This is an optimization exercise on Yosys and OpenROAD, whose aim is small area, a short achievable clock period and few clock cycles per item, not a production implementation.
The RTL was checked by simulation tests, not by an equivalence proof against the original design.

### flow/run.sh
#!/bin/bash
# The standard layout (the standard.sh, all steps, standard synthesis),
# with two changes to how the layout is optimised:
#  - repair_timing aims at 6.7 ns of setup slack (SETUP_SLACK_MARGIN), so
#    paths are sized for a shorter period than the 10 ns constraint;
#  - the port buffers that buffer_ports inserts on every input and output
#    are sky130_fd_sc_hd__buf_4 (BUFFER_PORTS_ARGS).
# The full output of the flow goes to standard.log in this folder (ORFS
# also keeps each step's log under orfs/logs/).
set -euo pipefail
export SETUP_SLACK_MARGIN=6.7
export BUFFER_PORTS_ARGS="-buffer_cell sky130_fd_sc_hd__buf_4"
bash standard.sh > standard.log 2>&1
### standard.sh
#!/bin/bash
# synth_recipe.tcl (not shown) runs the flow's synth.tcl, then flattens the netlist and writes it again
# the make line also repeats each setting of config.mk as NAME=value (left out here)
make -C /OpenROAD-flow-scripts/flow DESIGN_CONFIG=/design/flow/config.mk WORK_HOME=/design/flow/orfs CLKGATE_MAP_FILE= SYNTH_SCRIPT=/design/flow/synth_recipe.tcl "${@:-finish}"
### config.mk
export PLATFORM = sky130hd
export DESIGN_NAME = fft_insert128
export DESIGN_NICKNAME = fft_insert128
export VERILOG_FILES = /design/flow/design.v
export SDC_FILE = /design/flow/constraint.sdc
export NUM_CORES = 4
export LEC_CHECK = 0
export CAP_MARGIN = 20
export CORE_MARGIN = 2
export CORE_UTILIZATION = 50
export CTS_CLUSTER_DIAMETER = 120
export CTS_CLUSTER_SIZE = 24
export PLACE_DENSITY = 0.6
export SLEW_MARGIN = 20
export SYNTH_MEMORY_MAX_BITS = 32768
### constraint.sdc
create_clock -name core_clock -period 10.0 [get_ports {clk}]
set_input_delay 2.0000 -clock core_clock [delete_from_list [all_inputs] [get_ports {clk}]]
set_output_delay 2.0000 -clock core_clock [all_outputs]
set_load 0.01 [all_outputs]
### design.v
module fft_ram_2ports (
  input clk,
  input rmode,
  input [29:0] in,           
  output [29:0] out,         
  input [6:0] pa,            
  input [31:0] ina,          
  output [31:0] outa,
  input [6:0] pb,            
  input [31:0] inb,          
  output [31:0] outb
);
reg [31:0] e [0:41];         
reg [29:0] f [42:63];        
assign out = f[63];
wire sela = pa[5] & ~pa[1];
wire selb = pb[4] & ~pb[2];
assign outa = sela ? ina : e[29];
assign outb = selb ? inb : e[41];
integer k;
always @(posedge clk) begin
  e[0] <= rmode ? {2'b00, in} : sela ? e[29] : ina;
  for (k = 1; k < 30; k = k + 1) e[k] <= e[k-1];
  e[30] <= rmode ? e[29] : selb ? e[41] : inb;
  for (k = 31; k < 42; k = k + 1) e[k] <= e[k-1];
  f[42] <= e[41][29:0];
  for (k = 43; k < 64; k = k + 1) f[k] <= f[k-1];
end
endmodule
module rom_w(input [5:0] t, output [31:0] w);
function [31:0] wtab; input [5:0] t; begin case (t)
  6'd0: wtab = 32'h7fff0000;
  6'd1: wtab = 32'h7fd88648;
  6'd2: wtab = 32'h7f618c8c;
  6'd3: wtab = 32'h7e9c92c8;
  6'd4: wtab = 32'h7d8998f9;
  6'd5: wtab = 32'h7c299f1a;
  6'd6: wtab = 32'h7a7ca528;
  6'd7: wtab = 32'h7884ab1f;
  6'd8: wtab = 32'h7641b0fb;
  6'd9: wtab = 32'h73b5b6ba;
  6'd10: wtab = 32'h70e2bc56;
  6'd11: wtab = 32'h6dc9c1ce;
  6'd12: wtab = 32'h6a6dc71c;
  6'd13: wtab = 32'h66cfcc3f;
  6'd14: wtab = 32'h62f1d133;
  6'd15: wtab = 32'h5ed7d5f5;
  6'd16: wtab = 32'h5a82da82;
  6'd17: wtab = 32'h55f5ded7;
  6'd18: wtab = 32'h5133e2f1;
  6'd19: wtab = 32'h4c3fe6cf;
  6'd20: wtab = 32'h471cea6d;
  6'd21: wtab = 32'h41ceedc9;
  6'd22: wtab = 32'h3c56f0e2;
  6'd23: wtab = 32'h36baf3b5;
  6'd24: wtab = 32'h30fbf641;
  6'd25: wtab = 32'h2b1ff884;
  6'd26: wtab = 32'h2528fa7c;
  6'd27: wtab = 32'h1f1afc29;
  6'd28: wtab = 32'h18f9fd89;
  6'd29: wtab = 32'h12c8fe9c;
  6'd30: wtab = 32'h0c8cff61;
  6'd31: wtab = 32'h0648ffd8;
  6'd32: wtab = 32'h0000ffff;
  6'd33: wtab = 32'h8648ffd8;
  6'd34: wtab = 32'h8c8cff61;
  6'd35: wtab = 32'h92c8fe9c;
  6'd36: wtab = 32'h98f9fd89;
  6'd37: wtab = 32'h9f1afc29;
  6'd38: wtab = 32'ha528fa7c;
  6'd39: wtab = 32'hab1ff884;
  6'd40: wtab = 32'hb0fbf641;
  6'd41: wtab = 32'hb6baf3b5;
  6'd42: wtab = 32'hbc56f0e2;
  6'd43: wtab = 32'hc1ceedc9;
  6'd44: wtab = 32'hc71cea6d;
  6'd45: wtab = 32'hcc3fe6cf;
  6'd46: wtab = 32'hd133e2f1;
  6'd47: wtab = 32'hd5f5ded7;
  6'd48: wtab = 32'hda82da82;
  6'd49: wtab = 32'hded7d5f5;
  6'd50: wtab = 32'he2f1d133;
  6'd51: wtab = 32'he6cfcc3f;
  6'd52: wtab = 32'hea6dc71c;
  6'd53: wtab = 32'hedc9c1ce;
  6'd54: wtab = 32'hf0e2bc56;
  6'd55: wtab = 32'hf3b5b6ba;
  6'd56: wtab = 32'hf641b0fb;
  6'd57: wtab = 32'hf884ab1f;
  6'd58: wtab = 32'hfa7ca528;
  6'd59: wtab = 32'hfc299f1a;
  6'd60: wtab = 32'hfd8998f9;
  6'd61: wtab = 32'hfe9c92c8;
  6'd62: wtab = 32'hff618c8c;
  6'd63: wtab = 32'hffd88648;
  default: wtab = 32'h0; endcase end endfunction
assign w = wtab(t);
endmodule
module mult16x16_cpx #(parameter S = 2) (
  input clk,
  input [6:0] p,           
  input [31:0] in,
  input [31:0] ine,        
  input [31:0] ino,        
  output reg [31:0] out
);
function [15:0] f;
  input [15:0] v;
  integer i;
  begin
    if (!v[15] && v[14:0] != 15'd0)
      for (i = 0; i < 16; i = i + 1) f[i] = v[i] ^ ((v & ((16'd1 << i) - 16'd1)) == 16'd0);
    else if (v == 16'h8000) f = 16'h8001;
    else f = v;
  end
endfunction
function [15:0] g;
  input [15:0] v;
  integer i;
  begin
    if (v[15]) g = ~v;
    else for (i = 0; i < 16; i = i + 1) g[i] = ~v[i] ^ ((v & ((16'd1 << i) - 16'd1)) == 16'd0);
  end
endfunction
function [15:0] sat;
  input [32:0] v;
  begin
    if (v[32:30] == 3'b000 || v[32:30] == 3'b111) sat = v[30:15];
    else sat = v[32] ? 16'h8000 : 16'h7fff;
  end
endfunction
wire [15:0] br = in[31:16], bi = in[15:0];
generate if (S == 2) begin : s2
  wire [31:0] te = {f(ine[31:16]), f(ine[15:0])};
  wire [31:0] to = {f(ino[15:0]), g(ino[31:16])};
  always @(posedge clk)
    if (!p[5]) out <= in;
    else if (!p[6]) out <= te;
    else out <= to;
end else begin : s3
  reg [31:0] a1, a2;
  reg [1:0] m1, m2;              
  reg w32;
  reg signed [17:0] u1, v1;
  reg vn;                        
  reg [32:0] us, uc, vs, vc;
  wire signed [15:0] sbr = br, sbi = bi;
  wire signed [17:0] sm = sbr + sbi, df = sbi - sbr;
  wire [32:0] ue = {{15{u1[17]}}, u1};
  wire [32:0] ve = {{15{v1[17]}}, v1};
  wire [32:0] ua = ue << 14, ub = ue << 13, ucn = ~(ue << 11), ud = ue << 9, uf = ue << 7, ug = ue << 1;
  wire [32:0] vx = {33{vn}};
  wire [32:0] va = (ve << 14) ^ vx, vb = (ve << 13) ^ vx, vcn = ~(ve << 11) ^ vx, vd = (ve << 9) ^ vx, vf = (ve << 7) ^ vx, vg = (ve << 1) ^ vx;
  wire [32:0] vone = vn ? 33'd5 : 33'd1;
  wire [32:0] one = 33'd1;
  wire [32:0] ux1 = ua ^ ub ^ ucn, uy1 = ((ua & ub) | (ua & ucn) | (ub & ucn)) << 1;
  wire [32:0] ux2 = ud ^ uf ^ ug, uy2 = ((ud & uf) | (ud & ug) | (uf & ug)) << 1;
  wire [32:0] ux3 = ux1 ^ uy1 ^ ux2, uy3 = ((ux1 & uy1) | (ux1 & ux2) | (uy1 & ux2)) << 1;
  wire [32:0] ux4 = ux3 ^ uy3 ^ uy2, uy4 = ((ux3 & uy3) | (ux3 & uy2) | (uy3 & uy2)) << 1;
  wire [32:0] ux5 = ux4 ^ uy4 ^ one, uy5 = ((ux4 & uy4) | (ux4 & one) | (uy4 & one)) << 1;
  wire [32:0] vx1 = va ^ vb ^ vcn, vy1 = ((va & vb) | (va & vcn) | (vb & vcn)) << 1;
  wire [32:0] vx2 = vd ^ vf ^ vg, vy2 = ((vd & vf) | (vd & vg) | (vf & vg)) << 1;
  wire [32:0] vx3 = vx1 ^ vy1 ^ vx2, vy3 = ((vx1 & vy1) | (vx1 & vx2) | (vy1 & vx2)) << 1;
  wire [32:0] vx4 = vx3 ^ vy3 ^ vy2, vy4 = ((vx3 & vy3) | (vx3 & vy2) | (vy3 & vy2)) << 1;
  wire [32:0] vx5 = vx4 ^ vy4 ^ vone, vy5 = ((vx4 & vy4) | (vx4 & vone) | (vy4 & vone)) << 1;
  wire [32:0] ku = us + uc, kv = vs + vc;
  wire [15:0] ar1 = a1[31:16], ai1 = a1[15:0];
  always @(posedge clk) begin
    a1 <= in;
    m1 <= !p[4] ? 2'd0 : !p[6] ? 2'd1 : p[5] ? 2'd3 : 2'd2;
    w32 <= p[5];
    u1 <= p[5] ? df : sm;
    v1 <= p[5] ? sm : df;
    vn <= p[5];
    if (m1 == 2'd0) a2 <= a1;
    else if (!w32) a2 <= {f(ar1), f(ai1)};
    else a2 <= {f(ai1), g(ar1)};
    m2 <= m1;
    us <= ux5; uc <= uy5; vs <= vx5; vc <= vy5;
    if (m2[1]) out <= {sat(ku), sat(kv)};
    else out <= a2;
  end
end endgenerate
endmodule
module macc2 (
  input clk,
  input [15:0] x1, input [23:0] d1,
  input [15:0] x2, input [23:0] d2,
  output [32:0] mac
);
wire [16:0] xe1 = {x1[15], x1};
wire [16:0] pp1_0 = (({17{d1[1]}} & xe1) | ({17{d1[0]}} & {x1, 1'b0})) ^ {17{d1[2]}};
wire [16:0] pp1_1 = (({17{d1[4]}} & xe1) | ({17{d1[3]}} & {x1, 1'b0})) ^ {17{d1[5]}};
wire [16:0] pp1_2 = (({17{d1[7]}} & xe1) | ({17{d1[6]}} & {x1, 1'b0})) ^ {17{d1[8]}};
wire [16:0] pp1_3 = (({17{d1[10]}} & xe1) | ({17{d1[9]}} & {x1, 1'b0})) ^ {17{d1[11]}};
wire [16:0] pp1_4 = (({17{d1[13]}} & xe1) | ({17{d1[12]}} & {x1, 1'b0})) ^ {17{d1[14]}};
wire [16:0] pp1_5 = (({17{d1[16]}} & xe1) | ({17{d1[15]}} & {x1, 1'b0})) ^ {17{d1[17]}};
wire [16:0] pp1_6 = (({17{d1[19]}} & xe1) | ({17{d1[18]}} & {x1, 1'b0})) ^ {17{d1[20]}};
wire [16:0] pp1_7 = (({17{d1[22]}} & xe1) | ({17{d1[21]}} & {x1, 1'b0})) ^ {17{d1[23]}};
wire [16:0] xe2 = {x2[15], x2};
wire [16:0] pp2_0 = (({17{d2[1]}} & xe2) | ({17{d2[0]}} & {x2, 1'b0})) ^ {17{d2[2]}};
wire [16:0] pp2_1 = (({17{d2[4]}} & xe2) | ({17{d2[3]}} & {x2, 1'b0})) ^ {17{d2[5]}};
wire [16:0] pp2_2 = (({17{d2[7]}} & xe2) | ({17{d2[6]}} & {x2, 1'b0})) ^ {17{d2[8]}};
wire [16:0] pp2_3 = (({17{d2[10]}} & xe2) | ({17{d2[9]}} & {x2, 1'b0})) ^ {17{d2[11]}};
wire [16:0] pp2_4 = (({17{d2[13]}} & xe2) | ({17{d2[12]}} & {x2, 1'b0})) ^ {17{d2[14]}};
wire [16:0] pp2_5 = (({17{d2[16]}} & xe2) | ({17{d2[15]}} & {x2, 1'b0})) ^ {17{d2[17]}};
wire [16:0] pp2_6 = (({17{d2[19]}} & xe2) | ({17{d2[18]}} & {x2, 1'b0})) ^ {17{d2[20]}};
wire [16:0] pp2_7 = (({17{d2[22]}} & xe2) | ({17{d2[21]}} & {x2, 1'b0})) ^ {17{d2[23]}};
wire [32:0] tar1 = {1'b0, 1'b0, 1'b0, 1'b0, 1'b0, 1'b0, 1'b0, 1'b0, 1'b0, 1'b0, 1'b0, 1'b0, 1'b0, 1'b0, 1'b0, 1'b0, ~pp1_0[16], pp1_0[15], pp1_0[14], pp1_0[13], pp1_0[12], pp1_0[11], pp1_0[10], pp1_0[9], pp1_0[8], pp1_0[7], pp1_0[6], pp1_0[5], pp1_0[4], pp1_0[3], pp1_0[2], pp1_0[1], pp1_0[0]};
wire [32:0] tar2 = {1'b0, 1'b0, 1'b0, 1'b0, 1'b0, 1'b0, 1'b0, 1'b0, 1'b0, 1'b0, 1'b0, 1'b0, 1'b0, 1'b0, ~pp1_1[16], pp1_1[15], pp1_1[14], pp1_1[13], pp1_1[12], pp1_1[11], pp1_1[10], pp1_1[9], pp1_1[8], pp1_1[7], pp1_1[6], pp1_1[5], pp1_1[4], pp1_1[3], pp1_1[2], pp1_1[1], pp1_1[0], 1'b0, d1[2]};
wire [32:0] tar3 = {1'b0, 1'b0, 1'b0, 1'b0, 1'b0, 1'b0, 1'b0, 1'b0, 1'b0, 1'b0, 1'b0, 1'b0, ~pp1_2[16], pp1_2[15], pp1_2[14], pp1_2[13], pp1_2[12], pp1_2[11], pp1_2[10], pp1_2[9], pp1_2[8], pp1_2[7], pp1_2[6], pp1_2[5], pp1_2[4], pp1_2[3], pp1_2[2], pp1_2[1], pp1_2[0], 1'b0, d1[5], 1'b0, 1'b0};
wire [32:0] tar4 = {1'b0, 1'b0, 1'b0, 1'b0, 1'b0, 1'b0, 1'b0, 1'b0, 1'b0, 1'b0, ~pp1_3[16], pp1_3[15], pp1_3[14], pp1_3[13], pp1_3[12], pp1_3[11], pp1_3[10], pp1_3[9], pp1_3[8], pp1_3[7], pp1_3[6], pp1_3[5], pp1_3[4], pp1_3[3], pp1_3[2], pp1_3[1], pp1_3[0], 1'b0, d1[8], 1'b0, 1'b0, 1'b0, 1'b0};
wire [32:0] tar5 = {1'b0, 1'b0, 1'b0, 1'b0, 1'b0, 1'b0, 1'b0, 1'b0, ~pp1_4[16], pp1_4[15], pp1_4[14], pp1_4[13], pp1_4[12], pp1_4[11], pp1_4[10], pp1_4[9], pp1_4[8], pp1_4[7], pp1_4[6], pp1_4[5], pp1_4[4], pp1_4[3], pp1_4[2], pp1_4[1], pp1_4[0], 1'b0, d1[11], 1'b0, 1'b0, 1'b0, 1'b0, 1'b0, 1'b0};
wire [32:0] tar6 = {1'b0, 1'b0, 1'b0, 1'b0, 1'b0, 1'b0, ~pp1_5[16], pp1_5[15], pp1_5[14], pp1_5[13], pp1_5[12], pp1_5[11], pp1_5[10], pp1_5[9], pp1_5[8], pp1_5[7], pp1_5[6], pp1_5[5], pp1_5[4], pp1_5[3], pp1_5[2], pp1_5[1], pp1_5[0], 1'b0, d1[14], 1'b0, 1'b0, 1'b0, 1'b0, 1'b0, 1'b0, 1'b0, 1'b0};
wire [32:0] tar7 = {1'b0, 1'b0, 1'b0, 1'b0, ~pp1_6[16], pp1_6[15], pp1_6[14], pp1_6[13], pp1_6[12], pp1_6[11], pp1_6[10], pp1_6[9], pp1_6[8], pp1_6[7], pp1_6[6], pp1_6[5], pp1_6[4], pp1_6[3], pp1_6[2], pp1_6[1], pp1_6[0], 1'b0, d1[17], 1'b0, 1'b0, 1'b0, 1'b0, 1'b0, 1'b0, 1'b0, 1'b0, 1'b0, 1'b0};
wire [32:0] tar8 = {1'b0, 1'b0, ~pp1_7[16], pp1_7[15], pp1_7[14], pp1_7[13], pp1_7[12], pp1_7[11], pp1_7[10], pp1_7[9], pp1_7[8], pp1_7[7], pp1_7[6], pp1_7[5], pp1_7[4], pp1_7[3], pp1_7[2], pp1_7[1], pp1_7[0], 1'b0, d1[20], 1'b0, 1'b0, 1'b0, 1'b0, 1'b0, 1'b0, 1'b0, 1'b0, 1'b0, 1'b0, 1'b0, 1'b0};
wire [32:0] tar9 = {1'b1, 1'b0, 1'b1, 1'b0, 1'b1, 1'b0, 1'b1, 1'b0, 1'b1, 1'b0, 1'b1, 1'b0, 1'b1, 1'b0, 1'b1, 1'b1, 1'b0, 1'b0, d1[23], 1'b0, 1'b0, 1'b0, 1'b0, 1'b0, 1'b0, 1'b0, 1'b0, 1'b0, 1'b0, 1'b0, 1'b0, 1'b0, 1'b0};
wire [32:0] tas10 = tar1 ^ tar2 ^ tar3;
wire [32:0] tac11 = ((tar1 & tar2) | (tar1 & tar3) | (tar2 & tar3)) << 1;
wire [32:0] tas12 = tar4 ^ tar5 ^ tar6;
wire [32:0] tac13 = ((tar4 & tar5) | (tar4 & tar6) | (tar5 & tar6)) << 1;
wire [32:0] tas14 = tar7 ^ tar8 ^ tar9;
wire [32:0] tac15 = ((tar7 & tar8) | (tar7 & tar9) | (tar8 & tar9)) << 1;
wire [32:0] tas16 = tas10 ^ tac11 ^ tas12;
wire [32:0] tac17 = ((tas10 & tac11) | (tas10 & tas12) | (tac11 & tas12)) << 1;
wire [32:0] tas18 = tac13 ^ tas14 ^ tac15;
wire [32:0] tac19 = ((tac13 & tas14) | (tac13 & tac15) | (tas14 & tac15)) << 1;
wire [32:0] tas20 = tas16 ^ tac17 ^ tas18;
wire [32:0] tac21 = ((tas16 & tac17) | (tas16 & tas18) | (tac17 & tas18)) << 1;
wire [32:0] tas22 = tas20 ^ tac21 ^ tac19;
wire [32:0] tac23 = ((tas20 & tac21) | (tas20 & tac19) | (tac21 & tac19)) << 1;
wire [32:0] tbr24 = {1'b0, 1'b0, 1'b0, 1'b0, 1'b0, 1'b0, 1'b0, 1'b0, 1'b0, 1'b0, 1'b0, 1'b0, 1'b0, 1'b0, 1'b0, 1'b0, ~pp2_0[16], pp2_0[15], pp2_0[14], pp2_0[13], pp2_0[12], pp2_0[11], pp2_0[10], pp2_0[9], pp2_0[8], pp2_0[7], pp2_0[6], pp2_0[5], pp2_0[4], pp2_0[3], pp2_0[2], pp2_0[1], pp2_0[0]};
wire [32:0] tbr25 = {1'b0, 1'b0, 1'b0, 1'b0, 1'b0, 1'b0, 1'b0, 1'b0, 1'b0, 1'b0, 1'b0, 1'b0, 1'b0, 1'b0, ~pp2_1[16], pp2_1[15], pp2_1[14], pp2_1[13], pp2_1[12], pp2_1[11], pp2_1[10], pp2_1[9], pp2_1[8], pp2_1[7], pp2_1[6], pp2_1[5], pp2_1[4], pp2_1[3], pp2_1[2], pp2_1[1], pp2_1[0], 1'b0, d2[2]};
wire [32:0] tbr26 = {1'b0, 1'b0, 1'b0, 1'b0, 1'b0, 1'b0, 1'b0, 1'b0, 1'b0, 1'b0, 1'b0, 1'b0, ~pp2_2[16], pp2_2[15], pp2_2[14], pp2_2[13], pp2_2[12], pp2_2[11], pp2_2[10], pp2_2[9], pp2_2[8], pp2_2[7], pp2_2[6], pp2_2[5], pp2_2[4], pp2_2[3], pp2_2[2], pp2_2[1], pp2_2[0], 1'b0, d2[5], 1'b0, 1'b0};
wire [32:0] tbr27 = {1'b0, 1'b0, 1'b0, 1'b0, 1'b0, 1'b0, 1'b0, 1'b0, 1'b0, 1'b0, ~pp2_3[16], pp2_3[15], pp2_3[14], pp2_3[13], pp2_3[12], pp2_3[11], pp2_3[10], pp2_3[9], pp2_3[8], pp2_3[7], pp2_3[6], pp2_3[5], pp2_3[4], pp2_3[3], pp2_3[2], pp2_3[1], pp2_3[0], 1'b0, d2[8], 1'b0, 1'b0, 1'b0, 1'b0};
wire [32:0] tbr28 = {1'b0, 1'b0, 1'b0, 1'b0, 1'b0, 1'b0, 1'b0, 1'b0, ~pp2_4[16], pp2_4[15], pp2_4[14], pp2_4[13], pp2_4[12], pp2_4[11], pp2_4[10], pp2_4[9], pp2_4[8], pp2_4[7], pp2_4[6], pp2_4[5], pp2_4[4], pp2_4[3], pp2_4[2], pp2_4[1], pp2_4[0], 1'b0, d2[11], 1'b0, 1'b0, 1'b0, 1'b0, 1'b0, 1'b0};
wire [32:0] tbr29 = {1'b0, 1'b0, 1'b0, 1'b0, 1'b0, 1'b0, ~pp2_5[16], pp2_5[15], pp2_5[14], pp2_5[13], pp2_5[12], pp2_5[11], pp2_5[10], pp2_5[9], pp2_5[8], pp2_5[7], pp2_5[6], pp2_5[5], pp2_5[4], pp2_5[3], pp2_5[2], pp2_5[1], pp2_5[0], 1'b0, d2[14], 1'b0, 1'b0, 1'b0, 1'b0, 1'b0, 1'b0, 1'b0, 1'b0};
wire [32:0] tbr30 = {1'b0, 1'b0, 1'b0, 1'b0, ~pp2_6[16], pp2_6[15], pp2_6[14], pp2_6[13], pp2_6[12], pp2_6[11], pp2_6[10], pp2_6[9], pp2_6[8], pp2_6[7], pp2_6[6], pp2_6[5], pp2_6[4], pp2_6[3], pp2_6[2], pp2_6[1], pp2_6[0], 1'b0, d2[17], 1'b0, 1'b0, 1'b0, 1'b0, 1'b0, 1'b0, 1'b0, 1'b0, 1'b0, 1'b0};
wire [32:0] tbr31 = {1'b0, 1'b0, ~pp2_7[16], pp2_7[15], pp2_7[14], pp2_7[13], pp2_7[12], pp2_7[11], pp2_7[10], pp2_7[9], pp2_7[8], pp2_7[7], pp2_7[6], pp2_7[5], pp2_7[4], pp2_7[3], pp2_7[2], pp2_7[1], pp2_7[0], 1'b0, d2[20], 1'b0, 1'b0, 1'b0, 1'b0, 1'b0, 1'b0, 1'b0, 1'b0, 1'b0, 1'b0, 1'b0, 1'b0};
wire [32:0] tbr32 = {1'b0, 1'b0, 1'b0, 1'b0, 1'b0, 1'b0, 1'b0, 1'b0, 1'b0, 1'b0, 1'b0, 1'b0, 1'b0, 1'b0, 1'b0, 1'b0, 1'b0, 1'b0, d2[23], 1'b0, 1'b0, 1'b0, 1'b0, 1'b0, 1'b0, 1'b0, 1'b0, 1'b0, 1'b0, 1'b0, 1'b0, 1'b0, 1'b0};
wire [32:0] tbs33 = tbr24 ^ tbr25 ^ tbr26;
wire [32:0] tbc34 = ((tbr24 & tbr25) | (tbr24 & tbr26) | (tbr25 & tbr26)) << 1;
wire [32:0] tbs35 = tbr27 ^ tbr28 ^ tbr29;
wire [32:0] tbc36 = ((tbr27 & tbr28) | (tbr27 & tbr29) | (tbr28 & tbr29)) << 1;
wire [32:0] tbs37 = tbr30 ^ tbr31 ^ tbr32;
wire [32:0] tbc38 = ((tbr30 & tbr31) | (tbr30 & tbr32) | (tbr31 & tbr32)) << 1;
wire [32:0] tbs39 = tbs33 ^ tbc34 ^ tbs35;
wire [32:0] tbc40 = ((tbs33 & tbc34) | (tbs33 & tbs35) | (tbc34 & tbs35)) << 1;
wire [32:0] tbs41 = tbc36 ^ tbs37 ^ tbc38;
wire [32:0] tbc42 = ((tbc36 & tbs37) | (tbc36 & tbc38) | (tbs37 & tbc38)) << 1;
wire [32:0] tbs43 = tbs39 ^ tbc40 ^ tbs41;
wire [32:0] tbc44 = ((tbs39 & tbc40) | (tbs39 & tbs41) | (tbc40 & tbs41)) << 1;
wire [32:0] tbs45 = tbs43 ^ tbc44 ^ tbc42;
wire [32:0] tbc46 = ((tbs43 & tbc44) | (tbs43 & tbc42) | (tbc44 & tbc42)) << 1;
reg [32:0] q0, q1, q2, q3;
always @(posedge clk) begin
  q0 <= tas22;
  q1 <= tac23;
  q2 <= tbs45;
  q3 <= tbc46;
end
wire [32:0] mr47 = q0;
wire [32:0] mr48 = q1;
wire [32:0] mr49 = q2;
wire [32:0] mr50 = q3;
wire [32:0] ms51 = mr47 ^ mr48 ^ mr49;
wire [32:0] mc52 = ((mr47 & mr48) | (mr47 & mr49) | (mr48 & mr49)) << 1;
wire [32:0] ms53 = ms51 ^ mc52 ^ mr50;
wire [32:0] mc54 = ((ms51 & mc52) | (ms51 & mr50) | (mc52 & mr50)) << 1;
reg [32:0] z1, z2;
always @(posedge clk) begin
  z1 <= ms53; z2 <= mc54;
end
assign mac = z1 + z2;
endmodule
module booth_enc (input s, input [14:0] m, output [23:0] d);
wire [17:0] e = {2'b00, m, 1'b0};
genvar j;
generate for (j = 0; j < 8; j = j + 1) begin : g
  wire b0 = e[2*j], b1 = e[2*j+1], b2 = e[2*j+2];
  wire one = b1 ^ b0;
  wire two = (b2 & ~b1 & ~b0) | (~b2 & b1 & b0);
  wire ng = b2 & ~(b1 & b0);
  assign d[3*j+2 -: 3] = {(one | two) & (ng ^ s), one, two};
end endgenerate
endmodule
module fft_ram_ad #(parameter I = 0, parameter J = 6) (
  input clk,
  input [6:0] p,           
  input [31:0] in,
  output [31:0] out
);
localparam L = (1 << J) - (1 << I);
reg [32*L-1:0] bf;
wire [31:0] bo = bf[32*L-1 -: 32];
wire sel = p[J] & ~p[I];
assign out = sel ? in : bo;
always @(posedge clk) begin
  bf <= {bf[32*L-33:0], sel ? bo : in};
end
endmodule
module radix_2 (
  input clk,
  input [6:0] p,           
  input [31:0] in,
  output reg [31:0] out
);
function [15:0] sat;
  input [32:0] v;
  begin
    if (v[32:30] == 3'b000 || v[32:30] == 3'b111) sat = v[30:15];
    else sat = v[32] ? 16'h8000 : 16'h7fff;
  end
endfunction
wire [6:0] pn = p + 7'd1;
wire [5:0] t = {pn[1], pn[2], pn[3], pn[4], pn[5], pn[6]};
wire [31:0] wn;
rom_w rom(.t(t), .w(wn));
reg [31:0] w;            
reg ph;                  
always @(posedge clk) begin
  w <= wn;
  ph <= pn[0];
end
reg [31:0] a_hold, a_r, a_r2, a_r3, b_r, bh;
reg [15:0] xa, xb;       
reg wsr, wsi;
reg [14:0] wmr, wmi;
reg [23:0] y1d, y2d;     
reg n1s, n2s;
reg [14:0] n1m, n2m;     
wire [23:0] n1d, n2d;
booth_enc be1(.s(n1s), .m(n1m), .d(n1d));
booth_enc be2(.s(n2s), .m(n2m), .d(n2d));
reg [32:0] pa, pb;
wire [32:0] mac;
macc2 mc(.clk(clk), .x1(xa), .d1(y1d), .x2(xb), .d2(y2d), .mac(mac));
wire signed [15:0] tr = sat(pb), ti = sat(pa);    
wire signed [15:0] ar = a_r3[31:16], ai = a_r3[15:0];
wire signed [16:0] sr = ar + tr, si = ai + ti, dr = ar - tr, di = ai - ti;
always @(*)
  if (ph) begin
    n1s = w[31]; n1m = w[30:16]; n2s = ~w[15]; n2m = w[14:0];
  end else begin
    n1s = wsi; n1m = wmi; n2s = wsr; n2m = wmr;
  end
always @(posedge clk) begin
  if (!ph) a_hold <= in;
  if (ph) begin
    xa <= in[31:16]; xb <= in[15:0];
    wsr <= w[31]; wmr <= w[30:16]; wsi <= w[15]; wmi <= w[14:0];
  end else begin
    xa <= b_r[31:16]; xb <= b_r[15:0];
  end
  y1d <= n1d; y2d <= n2d;
  if (ph) begin
    b_r <= in; a_r <= a_hold;
    a_r2 <= a_r; a_r3 <= a_r2;
  end
  pa <= mac;
  pb <= pa;
  if (!ph) begin
    out <= {sr[16:1], si[16:1]};
    bh <= {dr[16:1], di[16:1]};
  end else
    out <= bh;
end
endmodule
module tw_mult2 #(parameter S = 4) (
  input clk,
  input [6:0] p,           
  input [31:0] in,
  output [31:0] out
);
localparam DB = 7 - S;
localparam D = 1 << DB;
localparam L = D + 5;
function [15:0] sat;
  input [32:0] v;
  begin
    if (v[32:30] == 3'b000 || v[32:30] == 3'b111) sat = v[30:15];
    else sat = v[32] ? 16'h8000 : 16'h7fff;
  end
endfunction
wire [6:0] pn = p + 7'd1;
wire [DB:0] rn = {~pn[DB], pn[DB-1:0]};
wire [DB-1:0] kn = rn[DB:1];                
wire [DB-1:0] kwn = rn[DB:1] - 2'd2;        
wire [5:0] pr6 = {pn[1], pn[2], pn[3], pn[4], pn[5], pn[6]};
wire [5:0] t = (pr6 & ((6'd1 << (S - 1)) - 6'd1)) << (7 - S);
wire [31:0] wn;
rom_w rom(.t(t), .w(wn));
reg r0, rodd;                  
reg [D-1:0] rsel;              
reg [L-1:0] wsel;              
reg [31:0] w;                  
integer m;
always @(posedge clk) begin
  r0 <= rn == 0;
  rodd <= rn[0];
  for (m = 0; m < D; m = m + 1) rsel[m] <= !rn[0] && kn == m;
  for (m = 0; m < L; m = m + 1) wsel[m] <= rn[0] && m == kwn + 5;
  w <= wn;
end
reg [32*L-1:0] line;
assign out = line[32*L-1 -: 32];
reg [31:0] bsrc;
always @(*) begin
  bsrc = in;
  for (m = 1; m < D; m = m + 1)
    if (rsel[m]) bsrc = line[32*(m-1) +: 32];
end
reg [31:0] b_r;
reg [15:0] xa, xb;       
reg wsr, wsi;
reg [14:0] wmr, wmi;
reg [23:0] y1d, y2d;     
reg n1s, n2s;
reg [14:0] n1m, n2m;     
wire [23:0] n1d, n2d;
booth_enc be1(.s(n1s), .m(n1m), .d(n1d));
booth_enc be2(.s(n2s), .m(n2m), .d(n2d));
reg [32:0] pa, pb;
wire [32:0] mac;
macc2 mc(.clk(clk), .x1(xa), .d1(y1d), .x2(xb), .d2(y2d), .mac(mac));
wire [31:0] res = {sat(pb), sat(pa)};    
always @(*)
  if (r0) begin
    n1s = w[31]; n1m = w[30:16]; n2s = ~w[15]; n2m = w[14:0];
  end else if (rodd) begin
    n1s = wsi; n1m = wmi; n2s = wsr; n2m = wmr;
  end else begin
    n1s = wsr; n1m = wmr; n2s = ~wsi; n2m = wmi;
  end
always @(posedge clk) begin
  if (!rodd) b_r <= bsrc;
  if (r0) begin
    xa <= bsrc[31:16]; xb <= bsrc[15:0];
    wsr <= w[31]; wmr <= w[30:16]; wsi <= w[15]; wmi <= w[14:0];
  end else if (rodd) begin
    xa <= b_r[31:16]; xb <= b_r[15:0];
  end else begin
    xa <= bsrc[31:16]; xb <= bsrc[15:0];
  end
  y1d <= n1d; y2d <= n2d;
  pa <= mac;
  pb <= pa;
  line[31:0] <= in;
  for (m = 1; m < L; m = m + 1)
    line[32*m +: 32] <= wsel[m] ? res : line[32*(m-1) +: 32];
end
endmodule
module butterfly2 #(parameter D = 8, parameter R = 1, parameter NB = 16) (
  input clk,
  input bsel,
  input [31:0] in,
  output [31:0] out
);
localparam WB = 2 * NB;
reg [WB*D-1:0] dl;
wire [WB-1:0] at = dl[WB*D-1 -: WB];
wire [31:0] a = {{(16-NB){at[WB-1]}}, at[WB-1:NB], {(16-NB){at[NB-1]}}, at[NB-1:0]};
wire signed [15:0] ar = a[31:16], ai = a[15:0];
wire signed [15:0] tr = in[31:16], ti = in[15:0];
wire signed [16:0] sr = ar + tr;
wire signed [16:0] si = ai + ti;
wire signed [16:0] dr = ar - tr;
wire signed [16:0] di = ai - ti;
wire [31:0] dl_w = bsel ? {dr[16:1], di[16:1]} : in;
wire [WB-1:0] dl_in = {dl_w[16+NB-1:16], dl_w[NB-1:0]};
wire [31:0] o = bsel ? {sr[16:1], si[16:1]} : a;
reg [31:0] o_r;
assign out = R ? o_r : o;
always @(posedge clk) begin
  if (D == 1) dl <= dl_in;
  else dl <= {dl[WB*D-WB-1:0], dl_in};
  o_r <= o;
end
endmodule
module fft_128_ctr #(parameter LAST = 321, parameter OUT0 = 194) (
  input clk,
  input rst,
  input ce,
  output reg [9:0] cnt,
  output reg oe
);
reg running;
always @(posedge clk or negedge rst)
  if (!rst) begin
    running <= 1'b0;
    cnt <= 10'd0;
  end else if (ce && !running) begin
    running <= 1'b1;
    cnt <= 10'd1;
  end else if (running) begin
    cnt <= cnt + 10'd1;
    if (cnt == LAST) begin
      running <= 1'b0;
      cnt <= 10'd0;
    end
  end
always @(posedge clk)
  if (!running) oe <= 1'b0;
  else if (cnt == OUT0) oe <= 1'b1;
endmodule
`timescale 1ns / 1ps
module fft_insert128(
  input clk,
  input rst,
  input ce,
  input [31:0] din,
  output oe,
  output reg [31:0] dout
);
localparam T2 = 1;              
localparam C2 = T2 + 1;         
localparam T3 = C2 + 33;
localparam C3 = T3 + 3;
localparam T4 = C3 + 16;
localparam C4 = T4 + 13;
localparam T5 = C4 + 8;
localparam C5 = T5 + 9;
localparam T6 = C5 + 4;
localparam C6 = T6 + 7;
localparam T7 = C6 + 2;
localparam R1 = T7 + 7;
localparam R2 = R1 + 63;
localparam R3 = R2 + 30;
localparam RO = R3 + 12;        
localparam LAST = RO + 127;
wire [9:0] cnt;
fft_128_ctr #(.LAST(LAST), .OUT0(RO)) ctr (
  .clk(clk), .rst(rst), .ce(ce), .cnt(cnt), .oe(oe));
function [6:0] pos;
  input [9:0] c;
  input integer t;
  reg [9:0] d;
  begin
    d = c - t;
    pos = d[6:0];
  end
endfunction
reg [31:0] xin;
always @(posedge clk) xin <= din;
wire [29:0] xh = {xin[31:17], xin[15:1]};
wire [29:0] xrep;
reg [6:0] p2;
wire [29:0] s1 = p2[6] ? xrep : xh;
wire [31:0] s1w = {s1[29], s1[29:15], s1[14], s1[14:0]};
wire [31:0] xhw = {xh[29], xh[29:15], xh[14], xh[14:0]};
wire [31:0] xrw = {xrep[29], xrep[29:15], xrep[14], xrep[14:0]};
wire [31:0] t2o, c2o, t3o, c3o, t4o, c4o, t5o, c5o, t6o, c6o, s7o, r1o, r2o, r3o;
reg [6:0] pc2, pt3, pc3, pt4, pc4, pt5, pc5, pt6, pc6, pt7, pr1, pr2, pr3;
always @(posedge clk) begin
  p2 <= pos(cnt, T2 - 1);
  pc2 <= pos(cnt, C2 - 1); pt3 <= pos(cnt, T3 - 1); pc3 <= pos(cnt, C3 - 1);
  pt4 <= pos(cnt, T4 - 1); pc4 <= pos(cnt, C4 - 1); pt5 <= pos(cnt, T5 - 1);
  pc5 <= pos(cnt, C5 - 1); pt6 <= pos(cnt, T6 - 1); pc6 <= pos(cnt, C6 - 1);
  pt7 <= pos(cnt, T7 - 1); pr1 <= pos(cnt, R1 - 1); pr2 <= pos(cnt, R2 - 1);
  pr3 <= pos(cnt, R3 - 1);
end
mult16x16_cpx #(.S(2)) tw2 (.clk(clk), .p(p2), .in(s1w), .ine(xhw), .ino(xrw), .out(t2o));
butterfly2 #(.D(32), .NB(15)) bf2 (.clk(clk), .bsel(pc2[5]), .in(t2o), .out(c2o));
mult16x16_cpx #(.S(3)) tw3 (.clk(clk), .p(pt3), .in(c2o), .ine(32'd0), .ino(32'd0), .out(t3o));
butterfly2 #(.D(16), .R(0)) bf3 (.clk(clk), .bsel(pc3[4]), .in(t3o), .out(c3o));
tw_mult2 #(.S(4)) tw4 (.clk(clk), .p(pt4), .in(c3o), .out(t4o));
butterfly2 #(.D(8), .R(0)) bf4 (.clk(clk), .bsel(pc4[3]), .in(t4o), .out(c4o));
tw_mult2 #(.S(5)) tw5 (.clk(clk), .p(pt5), .in(c4o), .out(t5o));
butterfly2 #(.D(4), .R(0)) bf5 (.clk(clk), .bsel(pc5[2]), .in(t5o), .out(c5o));
tw_mult2 #(.S(6)) tw6 (.clk(clk), .p(pt6), .in(c5o), .out(t6o));
butterfly2 #(.D(2), .R(0)) bf6 (.clk(clk), .bsel(pc6[1]), .in(t6o), .out(c6o));
radix_2 st7 (.clk(clk), .p(pt7), .in(c6o), .out(s7o));
fft_ram_ad #(.I(0), .J(6)) sw1 (.clk(clk), .p(pr1), .in(s7o), .out(r1o));
reg rmode;
always @(posedge clk) rmode <= cnt < 10'd128;
fft_ram_2ports replay(.clk(clk), .rmode(rmode), .in(xh), .out(xrep),
  .pa(pr2), .ina(r1o), .outa(r2o), .pb(pr3), .inb(r2o), .outb(r3o));
always @(posedge clk) dout <= r3o;
endmodule
==> run_results.csv, run 1 <==
group,metric,value,unit
placement,placement.cell_area,0.300,sq mm
hold_path,min_path_type,"reg -> reg",
floorplanning,num_io_pins,68,
critical_path,worstPathCellList,"buf_6",
placement,weighted_congestion_at_the_end_of_routability_driven_global_placement,0.829,
critical_path,cp_slowest_stage_delay,0.45,ns
flow_run,cap_viol_max_count,0,
sta,finalCriticalPeriod,3.61,ns
detailed_routing,drt-total-wl,572,mm
cts,ctsRootBufferMaster,"clkbuf_16",
sta,post_route_worst_hold_slack,0.276,ns
final_layout,final_layout_size_suffix_gt1_share,11.4,%
cts,clk_latency,1.04,ns
global_route,track_usage,18.8,%
detailed_routing,drt_iter0_drc,9768,
yosys,synthFlopType,"dfxtp_1",
sta,fin_crit_sh,36.1,%
global_route,grt_pass1_vias,153000,
critical_path,start_kind,"flip-flop",
floorplanning,row_count,281,
detailed_routing,antenna_left,0,
global_route,first_pass_grt_wire_length,886,mm
hold_path,worstHoldStart,"sw1.bf[186]",
sta,fin_skew,0.0882,ns
final_layout,fin_util,54.3,%
cts,numCtsBuffers,420,
floorplanning,core_area,0.584,sq mm
sta,grt_setup_unrepaired,"true",
yosys,post_synthesis_register_bit_count,9055,
yosys,syn-cell-area,0.293,sq mm
detailed_routing,avgRoutedWirePerCell,18.6,microns
critical_path,rr_startpoint,"tw3.s3.vs[10]",
cts,clock_tree_from_tritoncts,"built",
yosys,syn_area_per_cell,12.7,sq um
global_route,grt_start_max_net_pins,168,
critical_path,worstSetupPathType,"reg -> out",
final_layout,layout-area-overhead-vs-synth,8.45,%
detailed_routing,drc_errors,0,
critical_path,worst_path_max_delay_cell,"dfxtp_4",
critical_path,cp-end-kind,"output pin",
yosys,yosysWarnings,19,
global_route,globalRoute.totalOverflow,0,
placement,hpwl,390,mm
detailed_routing,drtPass1Iterations,6,
floorplanning,initial_core_util,50.1,%
sta,timing.setup.tns,0,ns
critical_path,cp_data_required_time,8.00,ns
critical_path,crit_family,"flip-flops",
status,outcome,"no timing/DRC/antenna violations",
detailed_routing,vias_per_cell,5.02,
sta,final-hold-violation-count,0,
detailed_routing,num_vias,154000,
placement,port-buffer-count,65,
floorplanning,dieArea,0.592,sq mm
yosys,ys_types,106,
cts,clk_pin_slew,0.09,ns
sta,worst-slew-pin-transition,1.20,ns
yosys,synthCells,23100,
sta,max_freq,277,MHz
floorplanning,floorplan.die.width,769,microns
global_route,grt_antenna_before_repair,27,
critical_path,critical_path.startpoint,"dout[23]",
final_layout,final_cell_area,0.318,sq mm
sta,final-max-slew-violation-count,0,
yosys,synth-async-reset-ratio,0.121,%
final_layout,layout.filler_cells,48900,
yosys,synth_seq_area_share,63.3,%
critical_path,ff2ff_setup_slack,6.61,ns
final_layout,finish.net_count,25200,
critical_path,combined_buffer_and_inverter_count_along_the_critical_path,1,
sta,final-setup-viol-count,0,
floorplanning,dieHeight,769,microns
cts,cts-htree-levels,5,
critical_path,crit_fanout,1,
cts,clock_sinks,9055,
cts,max-clock-path-buffers,4,
critical_path,arrival,1.61,ns
yosys,synth_edf_count,401,
sta,max-slew-margin-rel,19.8,%
[registers in the layout, indices dropped and copies added (netlist names), 64 cells and up]
signal	cells
replay.e	1344
bf3.dl	512
bf4.dl	256
replay.f	660
bf5.dl	128
tw6.line	224
bf6.dl	64
tw5.line	288
tw4.line	416
sw1.bf	2016
bf2.dl	960
[logic make-up (layout without fill, tap and decap cells)]
family | Yosys count | in the layout | synth area share [%]
other | 1 | 25 | 0.00128
flip-flops | 9055 | 9055 | 63.3
buffers and inverters | 2561 | 2395 | 3.31
XOR/XNOR | 1629 | 1630 | 4.87
multiplexers | 1104 | 1104 | 4.13
AO/OA/AOI/OAI | 3412 | 3414 | 7.52
AND/OR/NAND/NOR | 3071 | 3071 | 4.51
adder cells (fa/ha/maj) | 2295 | 2295 | 12.4
[final timing paths]
| path | to | cells past startpoint |
|---|---|---|
| min in group asynchronous | ctr.cnt[4] | 1 |
| setup / recovery | dout[23] | 1 |
| hold reg to reg | sw1.bf[218] | 0 |
| max in group asynchronous | ctr.cnt[8] | 1 |
| setup reg to reg | tw3.out[11] | 14 |
| hold / removal | sw1.bf[218] | 0 |
[through the flow]
stage / cells / setup slack, ns
2_1_floorplan: 23100 / 6.70
3_3_place_gp: 30000 / 5.68
3_5_place_dp: 30000 / 5.71
4_1_cts: 30600 / 6.24
5_1_grt: 30800 / 6.29
6_report: 30800 / 6.39
[cell usage in the layout (no fill, tap or decap), drive strengths merged, types with 81 or more instances in the layout]
cell	n
edfxtp	401
clkbuf	503
a21oi	863
nand2b	81
xor2	578
nor2	1285
a22oi	952
fa	995
nand3	163
buf	394
o21ai	716
mux2i	280
nand2	1011
dfxtp	8643
ha	1300
o21bai	84
inv	1465
xnor2	1052
o21a	89
o31ai	92
mux2	823
nor3	178
[final cells by class]
type                       instances  area, sq um  area share, %
antenna                           20         50.0         0.0158
clock buffer                     500        10900           3.42
clock inverter                    40          747          0.235
inverter                        1456         5510           1.74
multi-input combinational      11500       101000           31.8
sequential                      9055       186000           58.6
tap                             7782         9740           3.07
timing repair buffer             398         3460           1.09
timing repair inverter             1         7.51        0.00236
[cell usage after synthesis (all sizes together) (14+ instances only)]
cell type,n,area share [%]
a211o,14,0.042
a211oi,65,0.17
a21boi,14,0.036
a21o,79,0.20
a21oi,863,1.5
a221oi,38,0.12
a22oi,952,2.4
a31oi,75,0.17
a41oi,19,0.057
and2,40,0.085
and3,48,0.10
buf,116,0.16
clkbuf,988,1.3
dfxtp,8643,59
edfxtp,401,4.1
fa,995,6.8
ha,1300,5.6
inv,1450,1.9
mux2,823,3.2
mux2i,280,0.96
nand2,1011,1.3
nand2b,81,0.17
nand3,163,0.28
nand3b,23,0.059
nand4,14,0.030
nor2,1285,1.6
nor2b,71,0.15
nor3,178,0.30
nor3b,38,0.099
o211ai,71,0.18
o21a,89,0.23
o21ai,716,1.2
o21bai,83,0.22
o221ai,18,0.054
o22ai,40,0.085
o311ai,14,0.047
o31a,14,0.042
o31ai,92,0.24
o41ai,30,0.092
or2,19,0.041
or3,65,0.14
xnor2,1051,3.1
xor2,578,1.7
[what timing repair did]
item	4_1_cts	5_1_grt
gates cloned	4	3
gates resized for setup	648	530
buffers inserted	89	103
hold buffers	0	0
endpoints found under the hold margin	0	0
pin swaps	110	235
setup endpoints to repair	644	454
[routing by layer]
metal,share of wire (%),track usage [%]
met1,49,27.4
met2,45,30.1
met3,4.2,2.11
met4,2.6,4.78
met5,0.0059,0
Testbench counts, summed over its fixed seeds: cycles 16,264, frames 48.
==> run 2: changes to the inputs <==
--- a/design.v
+++ b/design.v
@@ -284,20 +284,31 @@
   assign d[3*j+2 -: 3] = {(one | two) & (ng ^ s), one, two};
 end endgenerate
 endmodule
-module fft_ram_ad #(parameter I = 0, parameter J = 6) (
+module fft_ram_ad #(parameter I = 0, parameter J = 6, parameter HS = 0, parameter HN = 0) (
   input clk,
   input [6:0] p,           
   input [31:0] in,
-  output [31:0] out
+  output [31:0] out,
+  output [31:0] hout,
+  input [31:0] hin
 );
 localparam L = (1 << J) - (1 << I);
-reg [32*L-1:0] bf;
-wire [31:0] bo = bf[32*L-1 -: 32];
+localparam LO = L - HN;    
+reg [32*LO-1:0] bf;
+wire [31:0] bo = bf[32*LO-1 -: 32];
 wire sel = p[J] & ~p[I];
+wire [31:0] bin = sel ? bo : in;
 assign out = sel ? in : bo;
-always @(posedge clk) begin
-  bf <= {bf[32*L-33:0], sel ? bo : in};
-end
+generate if (HN == 0) begin : plain
+  assign hout = 32'd0;
+  always @(posedge clk) bf <= {bf[32*LO-33:0], bin};
+end else begin : lent
+  assign hout = bf[32*HS-1 -: 32];
+  always @(posedge clk) begin
+    bf[32*HS-1:0] <= {bf[32*HS-33:0], bin};
+    bf[32*LO-1:32*HS] <= {bf[32*LO-33:32*HS], hin};
+  end
+end endgenerate
 endmodule
 module radix_2 (
   input clk,
@@ -313,13 +324,11 @@
   end
 endfunction
 wire [6:0] pn = p + 7'd1;
-wire [5:0] t = {pn[1], pn[2], pn[3], pn[4], pn[5], pn[6]};
-wire [31:0] wn;
-rom_w rom(.t(t), .w(wn));
-reg [31:0] w;            
+wire [5:0] t = {p[1], p[2], p[3], p[4], p[5], p[6]};
+wire [31:0] w;           
+rom_w rom(.t(t), .w(w));
 reg ph;                  
 always @(posedge clk) begin
-  w <= wn;
   ph <= pn[0];
 end
 reg [31:0] a_hold, a_r, a_r2, a_r3, b_r, bh;
@@ -386,21 +395,19 @@
 wire [DB:0] rn = {~pn[DB], pn[DB-1:0]};
 wire [DB-1:0] kn = rn[DB:1];                
 wire [DB-1:0] kwn = rn[DB:1] - 2'd2;        
-wire [5:0] pr6 = {pn[1], pn[2], pn[3], pn[4], pn[5], pn[6]};
+wire [5:0] pr6 = {p[1], p[2], p[3], p[4], p[5], p[6]};
 wire [5:0] t = (pr6 & ((6'd1 << (S - 1)) - 6'd1)) << (7 - S);
-wire [31:0] wn;
-rom_w rom(.t(t), .w(wn));
+wire [31:0] w;           
+rom_w rom(.t(t), .w(w));
 reg r0, rodd;                  
 reg [D-1:0] rsel;              
 reg [L-1:0] wsel;              
-reg [31:0] w;                  
 integer m;
 always @(posedge clk) begin
   r0 <= rn == 0;
   rodd <= rn[0];
   for (m = 0; m < D; m = m + 1) rsel[m] <= !rn[0] && kn == m;
   for (m = 0; m < L; m = m + 1) wsel[m] <= rn[0] && m == kwn + 5;
-  w <= wn;
 end
 reg [32*L-1:0] line;
 assign out = line[32*L-1 -: 32];
@@ -454,7 +461,10 @@
   input clk,
   input bsel,
   input [31:0] in,
-  output [31:0] out
+  output [31:0] out,
+  input hmode,
+  input [31:0] hin,
+  output [31:0] hout
 );
 localparam WB = 2 * NB;
 reg [WB*D-1:0] dl;
@@ -467,7 +477,9 @@
 wire signed [16:0] dr = ar - tr;
 wire signed [16:0] di = ai - ti;
 wire [31:0] dl_w = bsel ? {dr[16:1], di[16:1]} : in;
-wire [WB-1:0] dl_in = {dl_w[16+NB-1:16], dl_w[NB-1:0]};
+wire [WB-1:0] dl_w2 = {dl_w[16+NB-1:16], dl_w[NB-1:0]};
+wire [WB-1:0] dl_in = hmode ? dl_w2 : hin[WB-1:0];
+assign hout = a;
 wire [31:0] o = bsel ? {sr[16:1], si[16:1]} : a;
 reg [31:0] o_r;
 assign out = R ? o_r : o;
@@ -560,17 +572,26 @@
   pr3 <= pos(cnt, R3 - 1);
 end
 mult16x16_cpx #(.S(2)) tw2 (.clk(clk), .p(p2), .in(s1w), .ine(xhw), .ino(xrw), .out(t2o));
-butterfly2 #(.D(32), .NB(15)) bf2 (.clk(clk), .bsel(pc2[5]), .in(t2o), .out(c2o));
+reg hmode;
+always @(posedge clk) hmode <= cnt < 10'd131;
+wire [31:0] h_to2, h_from2;
+butterfly2 #(.D(32)) bf2 (.clk(clk), .bsel(pc2[5]), .in(t2o), .out(c2o),
+  .hmode(hmode), .hin(h_to2), .hout(h_from2));
 mult16x16_cpx #(.S(3)) tw3 (.clk(clk), .p(pt3), .in(c2o), .ine(32'd0), .ino(32'd0), .out(t3o));
-butterfly2 #(.D(16), .R(0)) bf3 (.clk(clk), .bsel(pc3[4]), .in(t3o), .out(c3o));
+butterfly2 #(.D(16), .R(0)) bf3 (.clk(clk), .bsel(pc3[4]), .in(t3o), .out(c3o),
+  .hmode(1'b1), .hin(32'd0), .hout());
 tw_mult2 #(.S(4)) tw4 (.clk(clk), .p(pt4), .in(c3o), .out(t4o));
-butterfly2 #(.D(8), .R(0)) bf4 (.clk(clk), .bsel(pc4[3]), .in(t4o), .out(c4o));
+butterfly2 #(.D(8), .R(0)) bf4 (.clk(clk), .bsel(pc4[3]), .in(t4o), .out(c4o),
+  .hmode(1'b1), .hin(32'd0), .hout());
 tw_mult2 #(.S(5)) tw5 (.clk(clk), .p(pt5), .in(c4o), .out(t5o));
-butterfly2 #(.D(4), .R(0)) bf5 (.clk(clk), .bsel(pc5[2]), .in(t5o), .out(c5o));
+butterfly2 #(.D(4), .R(0)) bf5 (.clk(clk), .bsel(pc5[2]), .in(t5o), .out(c5o),
+  .hmode(1'b1), .hin(32'd0), .hout());
 tw_mult2 #(.S(6)) tw6 (.clk(clk), .p(pt6), .in(c5o), .out(t6o));
-butterfly2 #(.D(2), .R(0)) bf6 (.clk(clk), .bsel(pc6[1]), .in(t6o), .out(c6o));
+butterfly2 #(.D(2), .R(0)) bf6 (.clk(clk), .bsel(pc6[1]), .in(t6o), .out(c6o),
+  .hmode(1'b1), .hin(32'd0), .hout());
 radix_2 st7 (.clk(clk), .p(pt7), .in(c6o), .out(s7o));
-fft_ram_ad #(.I(0), .J(6)) sw1 (.clk(clk), .p(pr1), .in(s7o), .out(r1o));
+fft_ram_ad #(.I(0), .J(6), .HS(29), .HN(32)) sw1 (.clk(clk), .p(pr1), .in(s7o), .out(r1o),
+  .hout(h_to2), .hin(h_from2));
 reg rmode;
 always @(posedge clk) rmode <= cnt < 10'd128;
 fft_ram_2ports replay(.clk(clk), .rmode(rmode), .in(xh), .out(xrep),
==> run 2 against run 1 <==
Critical endpoint is now dout[13]; register-to-register slack improved by 0.11 ns; sequential share of layout area fell by 2.5 points; still clean on timing, DRC and antenna; critical path type unchanged; non-clock buffer count fell by 30; highest routed layer unchanged.
==> run_results.csv, run 2 <==
group,metric,value,unit
yosys,yosys.area.top_type,"dfxtp_1",
sta,grt_setup_unrepaired,"true",
critical_path,start_kind,"flip-flop",
detailed_routing,route.top_layer_used,"met5",
cts,cts-htree-levels,5,
global_route,track_usage,20.2,%
final_layout,finish.net_count,24300,
flow_run,cap_viol_max_count,0,
sta,final-max-slew-violation-count,0,
global_route,grt_start_max_net_pins,89,
detailed_routing,drt-total-wl,571,mm
placement,port-buffer-count,65,
global_route,grt_pass1_vias,148000,
floorplanning,num_io_pins,68,
floorplanning,dieArea,0.555,sq mm
yosys,ys_top_cells_by_count,"dfxtp_1 (7666), inv_1 (1463), nor2_1 (1351), ha_1 (1301), xnor2_1 (1026)",
sta,fin_skew,0.0852,ns
placement,hpwl,401,mm
yosys,synthFlopType,"dfxtp_1",
detailed_routing,vias_per_cell,5.12,
cts,clk_pin_slew,0.10,ns
critical_path,arrival,1.54,ns
cts,clk_latency,1.05,ns
placement,weighted_congestion_at_the_end_of_routability_driven_global_placement,0.838,
critical_path,critical_path_cell_count,1,
cts,numCtsBuffers,379,
yosys,ys_types,96,
critical_path,end_of_the_worst_register_to_register_path,"tw3.s3.a2[16]",
detailed_routing,drc_errors,0,
detailed_routing,num_vias,150000,
status,outcome,"no timing/DRC/antenna violations",
cts,ctsRootBufferMaster,"clkbuf_16",
final_layout,reg.largest.list,"replay.e: 1344 flops, bf2.dl: 1024 flops, sw1.bf: 992 flops",
yosys,post_synthesis_register_bit_count,8078,
global_route,first_pass_grt_wire_length,876,mm
floorplanning,floorplan.die.width,745,microns
final_layout,final_cell_area,0.297,sq mm
final_layout,largest_reg_flops,1344,
critical_path,worst_path_max_delay_cell,"dfxtp_4",
yosys,netlist.area_leader.share,55.9,%
yosys,synthCells,22400,
detailed_routing,detail_route.wirelength.met1,280,mm
sta,finalCriticalPeriod,3.54,ns
cts,clock_sinks,8078,
cts,clock_tree_from_tritoncts,"built",
yosys,synth-async-reset-ratio,0.136,%
final_layout,layout-area-overhead-vs-synth,8.05,%
hold_path,min_path_type,"reg -> reg",
critical_path,cp_data_required_time,8.00,ns
critical_path,worstSetupPathType,"reg -> out",
yosys,syn_area_per_cell,12.3,sq um
critical_path,ff2ff_setup_slack,6.72,ns
sta,final-hold-violation-count,0,
sta,timing.setup.tns,0,ns
final_layout,layout_common_cells,"dfxtp_1 (7303), inv_1 (1441), nor2_1 (1330)",
global_route,grt_antenna_before_repair,33,
critical_path,rr_startpoint,"tw3.s3.a1[16]",
yosys,synth.area.top_cells,"dfxtp_1 (56%), fa_1 (7.3%), ha_1 (5.9%), edfxtp_1 (4.4%), mux2_2 (3.3%)",
critical_path,critical_path.startpoint,"dout[13]",
critical_path,crit_fanout,1,
yosys,synth_edf_count,401,
yosys,synth_seq_area_share,60.4,%
final_layout,final_layout_size_suffix_gt1_share,10.9,%
cts,max-clock-path-buffers,4,
critical_path,cp_slowest_stage_delay,0.40,ns
sta,worst-slew-pin-transition,1.28,ns
global_route,globalRoute.totalOverflow,0,
yosys,yosysMostFrequentCell,"dfxtp_1",
floorplanning,row_count,272,
critical_path,worstPathCellList,"buf_6",
critical_path,crit_family,"flip-flops",
critical_path,worstSetupEndpoint,"dout[13]",
detailed_routing,drt_iter0_drc,10200,
sta,final-setup-viol-count,0,
critical_path,combined_buffer_and_inverter_count_along_the_critical_path,1,
detailed_routing,avgRoutedWirePerCell,19.4,microns
cts,cts.hold.buffers_added,0,
floorplanning,initial_core_util,50.1,%
sta,post_route_worst_hold_slack,0.263,ns
final_layout,max_flop_register,"replay.e",
detailed_routing,antenna_left,0,
hold_path,worstHoldPathCells,0,
critical_path,rr_worst_depth,16,
sta,max-slew-margin-rel,14.2,%
detailed_routing,drtPass1Iterations,6,
floorplanning,dieHeight,745,microns
critical_path,cp-end-kind,"output pin",
floorplanning,core_area,0.548,sq mm
detailed_routing,met2_length,250,mm
final_layout,most_frequent_standard_cell_in_the_layout_excluding_fill_and_tap_cells,"dfxtp_1",
final_layout,fin_util,54.1,%
sta,fin_crit_sh,35.4,%
yosys,yosysWarnings,19,
yosys,syn-cell-area,0.275,sq mm
detailed_routing,route.met3.wl,25.8,mm
placement,placement.cell_area,0.281,sq mm
sta,max_freq,282,MHz
-- run 2: changes by cell type after synthesis, sizes merged, moves of 22 or more --
cell	previous run	this run
a211oi	65	88
o21a	89	128
nand2	1011	971
inv	1450	1476
or3	65	87
xnor2	1051	1026
dfxtp	8643	7666
nor2	1285	1351
-- run 2: cell type report --
type,instances,area (sq um)
clock inverters,38,712
repair buffers,368,3180
clock buffers,458,9830
inverters,1484,5610
well taps,7261,9080
multi-input cells,11700,102000
flip-flops and latches,8078,167000
fillers,46100,251000
diodes,21,52.6
-- run 2: layer usage --
metal | global-route usage [%] | vias to the layer above
met4 | 5.21 | 2
met3 | 2.53 | 727
met5 | 0 | -
li1 | - | 73200
met2 | 31.4 | 3134
met1 | 29.7 | 73500
-- run 2: worst min path at each step --
| stage | endpoint | slack [ns] | startpoint |
|---|---|---|---|
| after floorplan | bf2.dl[1000] | 0.31 | bf2.dl[968] |
| after global placement | sw1.bf[194] | 0.31 | sw1.bf[162] |
| final | bf5.dl[105] | 0.26 | bf5.dl[73] |
| after detailed placement | bf2.dl[513] | 0.31 | bf2.dl[481] |
| after global routing | bf5.dl[105] | 0.29 | bf5.dl[73] |
| after CTS | bf5.dl[105] | 0.27 | bf5.dl[73] |
-- run 2: cells by family after synthesis --
group	Yosys count	synth area share, %
AOI/OAI and AO/OA	3545	8.42
xor gates and xnor gates	1585	5.06
adders and majority gates	2296	13.2
buffers and inverters	2608	3.58
DFF	8078	60.4
muxes	1091	4.35
other	1	0.00137
and+or+nand+nor	3171	5.03
-- run 2: through the flow --
| stage | setup slack (ns) | std cells |
|---|---|---|
| floorplan | 5.80 | 22400 |
| global placement | 5.33 | 28700 |
| detailed placement | 5.55 | 28700 |
| CTS | 6.33 | 29300 |
| global route | 6.38 | 29400 |
| finish | 6.46 | 29400 |
-- run 2: repair_timing --
action | 4_1_cts | 5_1_grt
setup buffers | 76 | 82
endpoints found under the setup margin | 610 | 454
resized for setup | 582 | 484
cloned | 1 | 2
pin swaps | 60 | 153
Testbench counts of run 2, summed over its fixed seeds: cycles 16,264, frames 48.

[afterwards: timing with drivers on the ports]
In the flow no input, the clock included, has a driving cell. The finished layouts below were timed again as built, in two steps.
Step 1, drivers: a clkbuf_16 drives clk and a buf_2 each remaining input, both assumed.
Step 2 times the ports against the registers' clock, not the clock port: input delays grow and output delays shrink by t, the midpoint of the rising clock arrivals with the driver on.
a / b / c = no drivers / after step 1 / after step 2; a / b = the first two.
run | shift t [ns] | setup slack, ns | hold slack, ns | worst setup path at the end | clock arrival spread, ns
run 1 | 1.121 | 6.393 / 6.267 / 6.612 | 0.276 / 0.276 / 0.276 | register to register | 0.090 / 0.090
run 2 | 1.121 | 6.458 / 6.333 / 6.720 | 0.263 / 0.263 / 0.263 | register to register | 0.118 / 0.118
After both steps setup and hold are still met in every run listed.
